This design comes from an exercise in tuning for small area on the open sky130 flow, not from production work. Function was not checked in any run shown here: the RTL went through the layout flow alone. No activity file was given, so power comes from the tool's default toggle rates.

--- flow/run.sh ---
#!/bin/bash
# synth_recipe.tcl (not shown) runs the flow's synth.tcl, then flattens the netlist and writes it again
# the make line also repeats each setting of config.mk as NAME=value (left out here)
make -C /OpenROAD-flow-scripts/flow DESIGN_CONFIG=/design/flow/config.mk WORK_HOME=/design/flow/orfs CLKGATE_MAP_FILE= SYNTH_SCRIPT=/design/flow/synth_recipe.tcl finish
--- flow/config.mk ---
export PLATFORM = sky130hd
export DESIGN_NAME = Top
export DESIGN_NICKNAME = Top
export VERILOG_FILES = /design/flow/design.v
export SDC_FILE = /design/flow/constraint.sdc
export NUM_CORES = 4
export LEC_CHECK = 0
export CAP_MARGIN = 20
export CORE_MARGIN = 2
export CORE_UTILIZATION = 60
export CTS_CLUSTER_DIAMETER = 100
export CTS_CLUSTER_SIZE = 30
export SLEW_MARGIN = 20
--- flow/constraint.sdc ---
create_clock -name core_clock -period 4.0 [get_ports {clk}]
set_input_delay 0.8000 -clock core_clock [delete_from_list [all_inputs] [get_ports {clk}]]
set_output_delay 0.8000 -clock core_clock [all_outputs]
set_load 0.01 [all_outputs]
--- flow/design.v ---
module Top(input clk, input reset,
    output io_in_ready,
    input  io_in_valid,
    input [31:0] io_in_bits,
    input [4:0] io_in_tag,
    input  io_out_ready,
    output io_out_valid,
    output[31:0] io_out_bits,
    output[4:0] io_out_tag,
    input  io_pcIn_valid,
    input  io_pcIn_bits_request,
    input [15:0] io_pcIn_bits_moduleId,
    input [7:0] io_pcIn_bits_portId,
    input [15:0] io_pcIn_bits_pcValue,
    input [3:0] io_pcIn_bits_pcType,
    output io_pcOut_valid,
    output io_pcOut_bits_request,
    output[15:0] io_pcOut_bits_moduleId,
    output[7:0] io_pcOut_bits_portId,
    output[15:0] io_pcOut_bits_pcValue,
    output[3:0] io_pcOut_bits_pcType);
  reg [4:0] st0, st1;
  reg [2:0] ss;
  reg lg_in, lg_out, lg_rep;
  reg recv0, recv1;
  reg [31:0] d0, d1;
  reg [4:0] t0, t1;
  wire r0 = st0 == 5'd0;
  wire r1 = st1 == 5'd0;
  wire f0 = st0 == 5'd29;
  wire f1 = st1 == 5'd29;
  wire g0 = st0 == 5'd30;
  wire g1 = st1 == 5'd30;
  wire v0 = st0 == 5'd31;
  wire v1 = st1 == 5'd31;
  wire iv0 = io_in_valid & ~(r1 & ~lg_in);
  wire iv1 = io_in_valid & (~lg_in | ~r0);
  wire fire0 = iv0 & r0;
  wire fire1 = iv1 & r1;
  assign io_in_ready = r0 | r1;
  wire ch = (v1 & ~lg_out) | ~v0;
  wire ord0 = io_out_ready & ~(v1 & ~lg_out);
  wire ord1 = io_out_ready & (~lg_out | ~v0);
  wire leave0 = v0 & ord0;
  wire leave1 = v1 & ord1;
  assign io_out_valid = v0 | v1;
  assign io_out_bits = ch ? d1 : d0;
  assign io_out_tag = ch ? t1 : t0;
  wire sv = ss == 3'd7;
  wire sr = ss == 3'd0;
  wire req = f0 | f1;
  wire rep0 = sv & lg_rep;
  wire rep1 = sv & ~lg_rep;
  wire [31:0] inc = {io_in_bits[31:1] + 31'd1, io_in_bits[0]};
  always @(posedge clk) begin
    if (reset) begin
      st0 <= 5'd0;
      st1 <= 5'd0;
      ss <= 3'd0;
      lg_in <= 1'b0;
      lg_out <= 1'b0;
      lg_rep <= 1'b0;
    end else begin
      if (r0) begin
        if (fire0) st0 <= 5'd5;
      end else if (!(g0 & ~(rep0 | recv0)) && !(v0 & ~ord0))
        st0 <= st0 + 5'd1;
      if (r1) begin
        if (fire1) st1 <= 5'd5;
      end else if (!(g1 & ~(rep1 | recv1)) && !(v1 & ~ord1))
        st1 <= st1 + 5'd1;
      if (sr) begin
        if (req) ss <= 3'd3;
      end else
        ss <= ss + 3'd1;
      if (io_in_valid & (r0 | r1)) lg_in <= (r1 & ~lg_in) | ~r0;
      if ((v0 | v1) & io_out_ready) lg_out <= ch;
      if (sv) lg_rep <= ~lg_rep;
    end
    recv0 <= f0 & rep0;
    recv1 <= f1 & rep1;
    if (fire0) begin d0 <= inc; t0 <= io_in_tag; end
    if (fire1) begin d1 <= inc; t1 <= io_in_tag; end
  end
  reg [15:0] is0, os0, is1, os1, iss;
  reg pv1, pq1, pv2, pq2, pv3, pq3;
  reg [15:0] pm1, pm2, pm3, pval1, pval2, pval3;
  reg [7:0] pp1, pp2, pp3;
  reg [3:0] pt1, pt2, pt3;
  wire hit1 = io_pcIn_valid & io_pcIn_bits_request & (io_pcIn_bits_moduleId == 16'd3);
  wire clr1 = io_pcIn_valid & io_pcIn_bits_request & (io_pcIn_bits_pcType == 4'd2);
  wire hit2 = pv1 & pq1 & (pm1 == 16'd4);
  wire clr2 = pv1 & pq1 & (pt1 == 4'd2);
  wire hit3 = pv2 & pq2 & (pm2 == 16'd5);
  wire clr3 = pv2 & pq2 & (pt2 == 4'd2);
  always @(posedge clk) begin
    if (reset) begin
      pv1 <= 1'b0;
      pv2 <= 1'b0;
      pv3 <= 1'b0;
    end else begin
      pv1 <= io_pcIn_valid;
      pv2 <= pv1;
      pv3 <= pv2;
    end
    pq1 <= io_pcIn_bits_request & ~hit1;
    pm1 <= io_pcIn_bits_moduleId;
    pp1 <= io_pcIn_bits_portId;
    pt1 <= io_pcIn_bits_pcType;
    pval1 <= hit1 ? ((io_pcIn_bits_portId == 8'd1) ? is0 : os0) : io_pcIn_bits_pcValue;
    pq2 <= pq1 & ~hit2;
    pm2 <= pm1;
    pp2 <= pp1;
    pt2 <= pt1;
    pval2 <= hit2 ? ((pp1 == 8'd1) ? is1 : os1) : pval1;
    pq3 <= pq2 & ~hit3;
    pm3 <= pm2;
    pp3 <= pp2;
    pt3 <= pt2;
    pval3 <= hit3 ? ((pp2 == 8'd1) ? iss : 16'd0) : pval2;
    if (reset | clr1) begin
      is0 <= 16'd0;
      os0 <= 16'd0;
    end else begin
      if (iv0 & ~r0) is0 <= is0 + 16'd1;
      if (v0 & ~ord0) os0 <= os0 + 16'd1;
    end
    if (reset | clr2) begin
      is1 <= 16'd0;
      os1 <= 16'd0;
    end else begin
      if (iv1 & ~r1) is1 <= is1 + 16'd1;
      if (v1 & ~ord1) os1 <= os1 + 16'd1;
    end
    if (reset | clr3)
      iss <= 16'd0;
    else if (req & ~sr)
      iss <= iss + 16'd1;
  end
  assign io_pcOut_valid = pv3;
  assign io_pcOut_bits_request = pq3;
  assign io_pcOut_bits_moduleId = pm3;
  assign io_pcOut_bits_portId = pp3;
  assign io_pcOut_bits_pcValue = pval3;
  assign io_pcOut_bits_pcType = pt3;
endmodule
==> impl_summary.txt, run 1 <==
----------------------------------------------------
[Run status]
  Status ... timing/DRC/antenna clean

[Floorplanning]
  Die height ... ~150 um
  Starting density of the core ... around three fifths
  Floorplan row count ... 52
  Number of placed I/O pins ... 172
  Area enclosed by the die boundary ... approximately 21000 um^2
  X dimension of the die ... between 100 and 150 um
  Placeable core region ... approximately 20000 um^2

[Timing]
  Final Hold Vio Count ... 0
  Post-route worst setup slack ... around 0.18 ns
  Time the worst path needs with I/O delays and setup ... between 3 and 4 ns
  Relative slew margins ... between 20 and 30%
  RSZ-0062 raised after global routing ... no
  Worst clock skew ... 0.0287 ns
  Final period utilization ... a little over nine tenths
  Aggregate negative setup slack ... 0 ns
  Final count of pins violating max slew ... 0
  Slew at the pin with the worst max-slew slack ... ~1.1 ns
  Number of setup violations in the final report ... 0
  Max Fclk ... approximately 0.26 GHz

[Worst setup path]
  Count of buffer and inverter cells on the critical path ... 2
  WS Path Type ... reg -> out
  Largest driver fanout on the critical path ... 37
  Most frequent cell on the critical path ... sky130_fd_sc_hd__ha_1
  Peak per-stage delay on the critical path ... just under 0.5 ns
  Kind of end point of the critical path ... output port
  Cell with the largest stage delay on the worst path ... sky130_fd_sc_hd__clkdlybuf4s50_1
  Data arrival time of the critical path ... between 3 and 4 ns
  Worst path cell trace ... ha_1 -> and3_1 -> ha_1 -> nand2b_1 -> nand2_1 -> buf_12 -> mux2_2 -> clkdlybuf4s50_1
  Required arrival time at the worst endpoint ... 3.20 ns
  Top delay family on crit path ... buffers and inverters
  CP Launch Type ... flip-flop

[Pwr]
  Worst vdd ir ... 0.357 mV
  Power density over cell area ... ~450 nW/um^2
  Leak pwr ... around 5.1 nW

[Drt]
  Final wirelength ... 25800 um
  Vias post-DR ... ~8.5k
  Iter 0 DRT Violations ... ~440
  Number of antenna-violating nets in the routed design ... 0
  Wirelength per Cell ... ~17 um
  Residual DRC count ... 0
  Post-DR vias/cell ... about 5.7
  First-pass iteration count of the detailed router ... 5

[Layout]
  Commonest cells after routing, fill and taps aside ... sky130_fd_sc_hd__dfxtp_1 (236), sky130_fd_sc_hd__clkdlybuf4s50_1 (171), sky130_fd_sc_hd__mux2_2 (103), sky130_fd_sc_hd__edfxtp_1 (74), sky130_fd_sc_hd__nand2_1 (60)
  Most common cell after layout, fill and taps aside ... sky130_fd_sc_hd__dfxtp_1
  Layout area overhead ... 19.9%
  NumNets Final ... approximately 1.3k
  Number of fill cells ... about 1.5k
  Final antenna diode count ... 0
  Layout cell share with drive strength beyond 1 ... a little under an eighth
  Share of the core filled with cells in the final layout ... between 70% and 80%

[Global routing]
  Global-route wire length before repair ... between 40000 and 50000 um
  Pin count of the biggest net entering global routing ... 40
  Remaining Overflow, GRT ... 0
  Via count of the first global-routing pass ... about 8k
  Global-route total usage across every layer ... between 20% and 30%
  Antenna violations before repair ... 0

[CTS]
  Clock Latency Late Sink ... around 0.5 ns
  Clock transition at the registers of the reported paths ... approximately 0.12 ns
  Total setup buffers inserted after CTS ... 0
  Deepest level of the CTS H-tree ... 1
  Hold buffer count at CTS ... 0
  Maximum count of clock buffers along a single path ... 3
  CTS tree ... done
  CTS resizes ... 0
  Clk sinks ... 310
  Total clock buffers created by CTS ... 14
  Root Buffer Master ... sky130_fd_sc_hd__clkbuf_16

[Yosys]
  Sequential element share of the synthesized area ... between 50% and 60%
  Area of the mapped netlist ... 12200 um^2
  Synth Register Bits ... just over 300
  Yosys warns ... 1
  Largest family of logic cells by synthesized area ... simple AND/OR/NAND/NOR gates
  Mux share of post-synthesis cell area ... a little under an eighth
  Fraction of the mapped netlist area in simple logic gates ... between 10% and 20%
  Post-synthesis compound-gate area fraction ... under 10%
  Synthesized area per cell ... around 12 um^2
  Number of standard cells after synthesis ... around 1.1k
  Count of distinct cell types in the synthesized netlist ... 60
  Ys async rst share ... 0%
  Xor and xnor fraction of the mapped netlist area ... under 10%
  Post-Synth Adder-Cell Area ... 1.96%
  Top FF cell, synth ... sky130_fd_sc_hd__dfxtp_1
  Number of enable-type register cells in the synthesized netlist ... 74
  Net count after synthesis ... between 1k and 1.5k

[Run]
  Max-cap check violation count ... 0

[Min path]
  Path class of the lowest-slack min-delay path ... reg -> reg

[Place]
  Final HPWL from detailed placement ... roughly 19000 um
  Worst setup slack after placement ... 0.744 ns
  Final weighted congestion of routability-driven global placement ... 0.821
  Number of buffers inserted by port buffering ... roughly 170

----------------------------------------------------
## through the flow
stage / total power [mW] / std cells / hold WS, ns / area [um^2]
floorplan: 4.43 / 1057 / 0.322 / 12200
detailed placement: 5.01 / 1468 / 0.334 / 14100
CTS: 6.64 / 1489 / 0.355 / 14600
finish: 6.60 / 1490 / 0.354 / 14600
global placement: 4.98 / 1468 / 0.328 / 14100
global route: 6.88 / 1490 / 0.358 / 14600
## where the power goes
group          internal, mW  switching (mW)
Combinational         0.554           0.633
Sequential             3.58           0.168
Clock                 0.711           0.951
Total                  4.85            1.75
## state kept, by name, indices dropped and copies added, names as in the netlist, 4 cells and up
| register | cells |
|---|---|
| st0 | 5 |
| os1 | 16 |
| pt3 | 4 |
| iss | 16 |
| pm2 | 16 |
| is0 | 16 |
| d1 | 32 |
| pp1 | 8 |
| pt2 | 4 |
| pm3 | 16 |
| d0 | 32 |
| pval1 | 16 |
| st1 | 5 |
| pval3 | 16 |
| pp2 | 8 |
| pt1 | 4 |
| os0 | 16 |
| is1 | 16 |
| pp3 | 8 |
| pm1 | 16 |
| t0 | 5 |
| t1 | 5 |
| pval2 | 16 |
## synth_stat cells (all sizes together), types with 21 or more instances
| master | n | area [um^2] |
|---|---|---|
| a21oi | 56 | 280 |
| clkbuf | 25 | 93.8 |
| dfxtp | 236 | 4720 |
| edfxtp | 74 | 2220 |
| inv | 41 | 154 |
| mux2 | 103 | 1160 |
| mux2i | 22 | 220 |
| nand2 | 60 | 225 |
| nand3 | 47 | 235 |
| nand4 | 24 | 150 |
| nor2 | 41 | 154 |
| o21ai | 22 | 110 |
| or3 | 21 | 131 |
| or4 | 22 | 165 |
| xnor2 | 42 | 368 |
## path summary, 6_finish.rpt
| path | from | endpoint | slack, ns | cells past startpoint |
|---|---|---|---|---|
| worst max register to register | st1[0] | is0[10] | 1.36 | 6 |
| worst min-delay path | pp1[0] | pp2[0] | 0.35 | 0 |
| worst min register to register | pp1[0] | pp2[0] | 0.35 | 0 |
| worst max-delay path | st1[1] | io_out_tag[4] | 0.18 | 8 |
## layout make-up
class | count | area (um^2) | share of cell area (%)
sequential | 310 | 6950 | 47.7
clock buffer | 20 | 394 | 2.70
timing repair buffer | 181 | 1810 | 12.4
multi-input combinational | 667 | 4920 | 33.7
clock inverter | 1 | 20.0 | 0.137
inverter | 41 | 154 | 1.06
tap | 270 | 338 | 2.32
## cells by family (layout without fill, tap and decap cells)
logic type	count (synthesis)	after routing
simple gates	312	312
flops	310	310
compound gates	155	155
mux	125	125
buf+inv	80	243
xor+xnor	56	56
fa+ha+maj	19	19
## layer usage
metal	share of wire (%)	GRT usage, %	routed length, um	up-vias
li1	-	-	-	4200
met1	44	31.9	11300	4090
met2	48	39.6	12500	212
met3	5.3	3.59	1370	37
met4	2.4	6.75	631	0
met5	0	0	0	-
==> inputs of run 2 (changes only) <==
--- a/flow/design.v
+++ b/flow/design.v
@@ -94,4 +94,23 @@
   wire hit3 = pv2 & pq2 & (pm2 == 16'd5);
   wire clr3 = pv2 & pq2 & (pt2 == 4'd2);
+  wire [15:0] c_is0, c_os0, c_is1, c_os1, c_iss;
+  assign c_is0[0] = iv0 & ~r0;
+  assign c_os0[0] = v0 & ~ord0;
+  assign c_is1[0] = iv1 & ~r1;
+  assign c_os1[0] = v1 & ~ord1;
+  assign c_iss[0] = req & ~sr;
+  genvar k;
+  generate
+    for (k = 1; k < 16; k = k + 1) begin : carry
+      assign c_is0[k] = c_is0[k-1] & is0[k-1];
+      assign c_os0[k] = c_os0[k-1] & os0[k-1];
+      assign c_is1[k] = c_is1[k-1] & is1[k-1];
+      assign c_os1[k] = c_os1[k-1] & os1[k-1];
+      assign c_iss[k] = c_iss[k-1] & iss[k-1];
+    end
+  endgenerate
+  wire port1_0 = io_pcIn_bits_portId == 8'd1;
+  wire port1_1 = pp1 == 8'd1;
+  wire port1_2 = pp2 == 8'd1;
   always @(posedge clk) begin
     if (reset) begin
@@ -108,33 +127,20 @@
     pp1 <= io_pcIn_bits_portId;
     pt1 <= io_pcIn_bits_pcType;
-    pval1 <= hit1 ? ((io_pcIn_bits_portId == 8'd1) ? is0 : os0) : io_pcIn_bits_pcValue;
+    pval1 <= ({16{hit1 & port1_0}} & is0) | ({16{hit1 & ~port1_0}} & os0) | ({16{~hit1}} & io_pcIn_bits_pcValue);
     pq2 <= pq1 & ~hit2;
     pm2 <= pm1;
     pp2 <= pp1;
     pt2 <= pt1;
-    pval2 <= hit2 ? ((pp1 == 8'd1) ? is1 : os1) : pval1;
+    pval2 <= ({16{hit2 & port1_1}} & is1) | ({16{hit2 & ~port1_1}} & os1) | ({16{~hit2}} & pval1);
     pq3 <= pq2 & ~hit3;
     pm3 <= pm2;
     pp3 <= pp2;
     pt3 <= pt2;
-    pval3 <= hit3 ? ((pp2 == 8'd1) ? iss : 16'd0) : pval2;
-    if (reset | clr1) begin
-      is0 <= 16'd0;
-      os0 <= 16'd0;
-    end else begin
-      if (iv0 & ~r0) is0 <= is0 + 16'd1;
-      if (v0 & ~ord0) os0 <= os0 + 16'd1;
-    end
-    if (reset | clr2) begin
-      is1 <= 16'd0;
-      os1 <= 16'd0;
-    end else begin
-      if (iv1 & ~r1) is1 <= is1 + 16'd1;
-      if (v1 & ~ord1) os1 <= os1 + 16'd1;
-    end
-    if (reset | clr3)
-      iss <= 16'd0;
-    else if (req & ~sr)
-      iss <= iss + 16'd1;
+    pval3 <= ({16{hit3 & port1_2}} & iss) | ({16{~hit3}} & pval2);
+    is0 <= (is0 ^ c_is0) & {16{~(reset | clr1)}};
+    os0 <= (os0 ^ c_os0) & {16{~(reset | clr1)}};
+    is1 <= (is1 ^ c_is1) & {16{~(reset | clr2)}};
+    os1 <= (os1 ^ c_os1) & {16{~(reset | clr2)}};
+    iss <= (iss ^ c_iss) & {16{~(reset | clr3)}};
   end
   assign io_pcOut_valid = pv3;
--- a/flow/config.mk
+++ b/flow/config.mk
@@ -8,6 +8,4 @@
 export CAP_MARGIN = 20
 export CORE_MARGIN = 2
-export CORE_UTILIZATION = 60
-export CTS_CLUSTER_DIAMETER = 100
-export CTS_CLUSTER_SIZE = 30
+export CORE_UTILIZATION = 40
 export SLEW_MARGIN = 20
==> run 2 against run 1 <==
  * First-iteration DRC count fell by 19%
  * Highest routed layer unchanged
  * Count of clock-buffer cells in the layout is 19 higher
  * Fmax is 3.6% lower
  * Clock power increased by 94%
  * Synthesized cell count decreased by 21%
  * Still clean on timing, DRC and antenna
  * Final cell count is 1.7% lower
  * Core utilization fell by 17 points
==> impl_summary.txt, run 2 <==
----------------------------------------------------
[Yosys]
  Fraction of the mapped netlist area in simple logic gates ... 11.9% (was 14.5%)
  Area leader, netlist ... sky130_fd_sc_hd__dfxtp_1 (unchanged)
  Most instantiated cells after synthesis ... sky130_fd_sc_hd__dfxtp_1 (236), sky130_fd_sc_hd__mux2_2 (103), sky130_fd_sc_hd__ha_1 (89) (was sky130_fd_sc_hd__dfxtp_1 (236), sky130_fd_sc_hd__mux2_2 (103), sky130_fd_sc_hd__edfxtp_1 (74))
  Sequential element share of the synthesized area ... 60.9% (was 57.1%)
  Ys async rst share ... 0% (unchanged)
  Yosys warns ... 1 (unchanged)
  Net count after synthesis ... 1012 (was 1163)
  Synthesized area per cell ... 13.6 um^2 (was 11.5 um^2)
  Area of the mapped netlist ... 11400 um^2 (was 12200 um^2)
  Mux share of post-synthesis cell area ... 10.3% (was 11.4%)
  Post-synthesis compound-gate area fraction ... 3.38% (was 8.42%)
  Top FF cell, synth ... sky130_fd_sc_hd__dfxtp_1 (unchanged)
  Count of distinct cell types in the synthesized netlist ... 51 (was 60)
  Number of enable-type register cells in the synthesized netlist ... 74 (unchanged)
  Synth Register Bits ... 310 (unchanged)
  Most area-consuming cells after synthesis ... sky130_fd_sc_hd__dfxtp_1 (41%), sky130_fd_sc_hd__edfxtp_1 (19%), sky130_fd_sc_hd__mux2_2 (10%) (was sky130_fd_sc_hd__dfxtp_1 (39%), sky130_fd_sc_hd__edfxtp_1 (18%), sky130_fd_sc_hd__mux2_2 (9.5%))
  Post-Synth Adder-Cell Area ... 9.77% (was 1.96%)
  Xor and xnor fraction of the mapped netlist area ... 2.61% (was 4.03%)
  Number of standard cells after synthesis ... 836 (was 1057)
  Library cell with the highest instance count after synthesis ... sky130_fd_sc_hd__dfxtp_1 (unchanged)
  Fraction of post-synthesis cell area in the top cell type by area ... 41.4% (was 38.9%)
  Largest family of logic cells by synthesized area ... simple AND/OR/NAND/NOR gates (unchanged)

[Drt]
  Wirelength per Cell ... 15.9 um (was 17.3 um)
  First-pass iteration count of the detailed router ... 4 (was 5)
  Final wirelength ... 23400 um (was 25800 um)
  Vias post-DR ... 6884 (was 8539)
  Post-DR vias/cell ... 4.70 (was 5.73)
  Iter 0 DRT Violations ... 358 (was 444)
  Number of antenna-violating nets in the routed design ... 0 (unchanged)
  Residual DRC count ... 0 (unchanged)

[Floorplanning]
  Placeable core region ... 27900 um^2 (was 20000 um^2)
  Area enclosed by the die boundary ... 29900 um^2 (was 21400 um^2)
  Die height ... 173 um (was 146 um)
  Starting density of the core ... 40.8% (was 60.7%)
  Floorplan row count ... 61 (was 52)
  Number of placed I/O pins ... 172 (unchanged)
  X dimension of the die ... 173 um (was 146 um)

[Layout]
  Most common cell after layout, fill and taps aside ... sky130_fd_sc_hd__dfxtp_1 (unchanged)
  Regs by FF count ... d0 (32), d1 (32) (unchanged)
  Non-Filler Instances ... 1465 (was 1490)
  Number of fill cells ... 2343 (was 1478)
  Share of the core filled with cells in the final layout ... 55.9% (was 72.7%)
  Layout cell share with drive strength beyond 1 ... 28.8% (was 11.9%)
  Layout area overhead ... 37.0% (was 19.9%)
  Commonest cells after routing, fill and taps aside ... sky130_fd_sc_hd__dfxtp_1 (231), sky130_fd_sc_hd__clkdlybuf4s50_1 (171), sky130_fd_sc_hd__mux2_2 (103), sky130_fd_sc_hd__and2_1 (81), sky130_fd_sc_hd__edfxtp_1 (74) (was sky130_fd_sc_hd__dfxtp_1 (236), sky130_fd_sc_hd__clkdlybuf4s50_1 (171), sky130_fd_sc_hd__mux2_2 (103), sky130_fd_sc_hd__edfxtp_1 (74), sky130_fd_sc_hd__nand2_1 (60))
  NumNets Final ... 1237 (was 1321)

[Worst setup path]
  Peak per-stage delay on the critical path ... 0.47 ns (was 0.49 ns)
  Count of buffer and inverter cells on the critical path ... 1 (was 2)
  Cell with the largest stage delay on the worst path ... sky130_fd_sc_hd__or4b_4 (was sky130_fd_sc_hd__clkdlybuf4s50_1)
  CP Launch Type ... flip-flop (unchanged)
  Largest driver fanout on the critical path ... 4 (was 37)
  Flop2flop setup slack ... 0.04 ns (was 1.36 ns)
  Critical R2R Capture ... is0[15] (was is0[10])
  Top delay family on crit path ... adder cells (was buffers and inverters)
  Beginning of the worst register-to-register path ... st1[0] (unchanged)
  Most frequent cell on the critical path ... sky130_fd_sc_hd__ha_4 (was sky130_fd_sc_hd__ha_1)
  Data arrival time of the critical path ... 4.41 ns (was 3.02 ns)
  Worst path cell trace ... inv_4 -> ha_4 -> or4b_4 -> o21ai_2 -> nor2_1 -> ha_2 -> ha_4 -> ha_4 -> ha_4 -> ha_4 -> ha_4 -> ha_4 -> ha_4 -> ha_4 -> ha_4 -> ha_4 -> ha_4 -> ha_4 -> ha_4 -> ha_4 -> xor2_1 -> and2_1 (was ha_1 -> and3_1 -> ha_1 -> nand2b_1 -> nand2_1 -> buf_12 -> mux2_2 -> clkdlybuf4s50_1)
  Path depth of the worst reg2reg path ... 22 (was 6)
  WS Path Type ... reg -> reg (was reg -> out)
  Kind of end point of the critical path ... flip-flop (was output port)
  Required arrival time at the worst endpoint ... 4.45 ns (was 3.20 ns)

[Global routing]
  Via count of the first global-routing pass ... 6838 (was 8030)
  Antenna violations before repair ... 1 (was 0)
  Global-route total usage across every layer ... 15.3% (was 23.5%)
  Global-route wire length before repair ... 36600 um (was 41100 um)
  Remaining Overflow, GRT ... 0 (unchanged)
  Pin count of the biggest net entering global routing ... 41 (was 40)

[CTS]
  Clk sinks ... 310 (unchanged)
  Root Buffer Master ... sky130_fd_sc_hd__clkbuf_16 (unchanged)
  Total clock buffers created by CTS ... 31 (was 14)
  CTS tree ... done (unchanged)
  Maximum count of clock buffers along a single path ... 3 (unchanged)
  Clock transition at the registers of the reported paths ... 0.07 ns (was 0.12 ns)
  Hold buffer count at CTS ... 0 (unchanged)
  Clock Latency Late Sink ... 0.55 ns (was 0.50 ns)
  Deepest level of the CTS H-tree ... 1 (unchanged)

[Run status]
  Status ... timing/DRC/antenna clean (unchanged)

[Pwr]
  Leak pwr ... 6.10 nW (was 5.12 nW)
  Worst vdd ir ... 0.391 mV (was 0.357 mV)
  Power density over cell area ... 526 nW/um^2 (was 453 nW/um^2)

[Timing]
  Max Fclk ... 0.253 GHz (was 0.262 GHz)
  Final count of pins violating max slew ... 0 (unchanged)
  Relative slew margins ... 48.0% (was 28.8%)
  Worst clock skew ... 0.00983 ns (was 0.0287 ns)
  Time the worst path needs with I/O delays and setup ... 3.96 ns (was 3.82 ns)
  Final period utilization ... 99.0% (was 95.4%)
  RSZ-0062 raised after global routing ... yes (was no)
  Final Hold Vio Count ... 0 (unchanged)
  Number of setup violations in the final report ... 0 (unchanged)
  Slew at the pin with the worst max-slew slack ... 0.778 ns (was 1.06 ns)
  Final worst hold slack ... 0.345 ns (was 0.354 ns)

[Min path]
  Worst hold stages ... 0 (unchanged)
  Worst Hold Path EP ... pm3[0] (was pp2[0])
  Path class of the lowest-slack min-delay path ... reg -> reg (unchanged)
  Hold Path Origin ... pm2[0] (was pp1[0])

[Place]
  Final weighted congestion of routability-driven global placement ... 0.777 (was 0.821)
  Final HPWL from detailed placement ... 16400 um (was 18600 um)
  Placed Instances ... 1403 (was 1468)
  Number of buffers inserted by port buffering ... 171 (unchanged)

[Run]
  Max-cap check violation count ... 0 (unchanged)

----------------------------------------------------
[run 2: kinds of logic after synthesis]
kind of cell,after synthesis
muxes,104
xor gates and xnor gates,34
and+or+nand+nor,217
DFF,310
adders and majority gates,89
buffers and inverters,33
AOI/OAI and AO/OA,49
[run 2: stage by stage]
step | setup WS (ns) | instance area [um^2] | TNS (ns) | power (mW)
floorplan | 0.00129 | 11500 | 0 | 4.36
global placement | -0.557 | 13900 | -4.88 | 5.01
detailed placement | -0.591 | 13900 | -5.36 | 5.02
CTS | 0.00236 | 15300 | 0 | 8.28
global route | -0.0396 | 15600 | -0.0437 | 8.58
finish | 0.0405 | 15600 | 0 | 8.22
[run 2: area by class of cell]
cell class                 count  area (um^2)  area share [%]
timing repair buffer         211         2010            12.9
sequential                   310         6960            44.6
multi-input combinational    493         4920            31.5
inverter                      14         65.1           0.417
clock inverter                19          251            1.61
clock buffer                  39          931            5.96
antenna                        1         2.50          0.0160
tap                          378          473            3.03
[run 2: power by group]
part	leakage [nW]	switching (mW)	internal, mW
clock network	0.579	1.23	1.98
logic	2.87	0.605	0.658
registers	2.65	0.132	3.61
total	6.10	1.97	6.25
[run 2: worst max path at each step]
stage,startpoint,end,depth (start not counted)
4_1_cts,st1[1],is0[15],22
2_1_floorplan,st1[0],is0[15],22
6_report,st1[0],is0[15],22
3_3_place_gp,io_out_ready,os0[15],20
5_1_grt,st1[0],is0[15],22
3_5_place_dp,io_out_ready,os0[15],20
[run 2: worst reg2reg max path: cells and delay by family (launching register included)]
| kind | cells | cell delay (ns) |
|---|---|---|
| AO/OA/AOI/OAI | 1 | 0.15 |
| XOR/XNOR | 1 | 0.15 |
| adder cells (fa/ha/maj) | 16 | 2.44 |
| buffers and inverters | 1 | 0.06 |
| flip-flops | 1 | 0.37 |
| AND/OR/NAND/NOR | 3 | 0.67 |
[run 2: repair_timing]
| item | in CTS | in global routing |
|---|---|---|
| hold endpoints to repair | 0 | 0 |
| pin swaps | 8 | 11 |
| resized for setup | 47 | 46 |
| setup buffers | 0 | 3 |
| endpoints found under the setup margin | 10 | 9 |
[run 2: layer usage]
metal  part of all wire, %  up-vias  GRT usage, %
li1                      -     3464             -
met5                     0        -             0
met3                   3.7       38          2.55
met4                   2.4        0          5.16
met2                    45      140          24.1
met1                    49     3242          21.4

[separate check: timing with driven ports]
How much do the figures lean on ideal ports? The routed layouts below were timed once more, with nothing changed but the port constraints. Step 1 assumes that a clkbuf_16 drives the clock port and a buf_2 every other input. Step 2 times the ports against the registers' clock, not the clock port: input delays grow and output delays shrink by t, the midpoint of the rising clock arrivals with the driver on. Slacks: ideal ports / drivers / drivers and shift; pairs: ideal ports / drivers.
run | t (ns) | setup slack, ns | worst hold slack (ns) | cell pins on the clock port's net
run 1 | 0.530 | 0.183 / 0.136 / 0.666 | 0.354 / 0.354 / 0.354 | 1
run 2 | 0.595 | 0.041 / 0.041 / -0.413 | 0.345 / 0.345 / 0.345 | 1
With both steps, setup timing fails in run 2, where it was met with ideal ports. For run 2, which loses most, drivers alone change the setup slack by 0.000 ns; drivers and shift together by -0.454 ns.
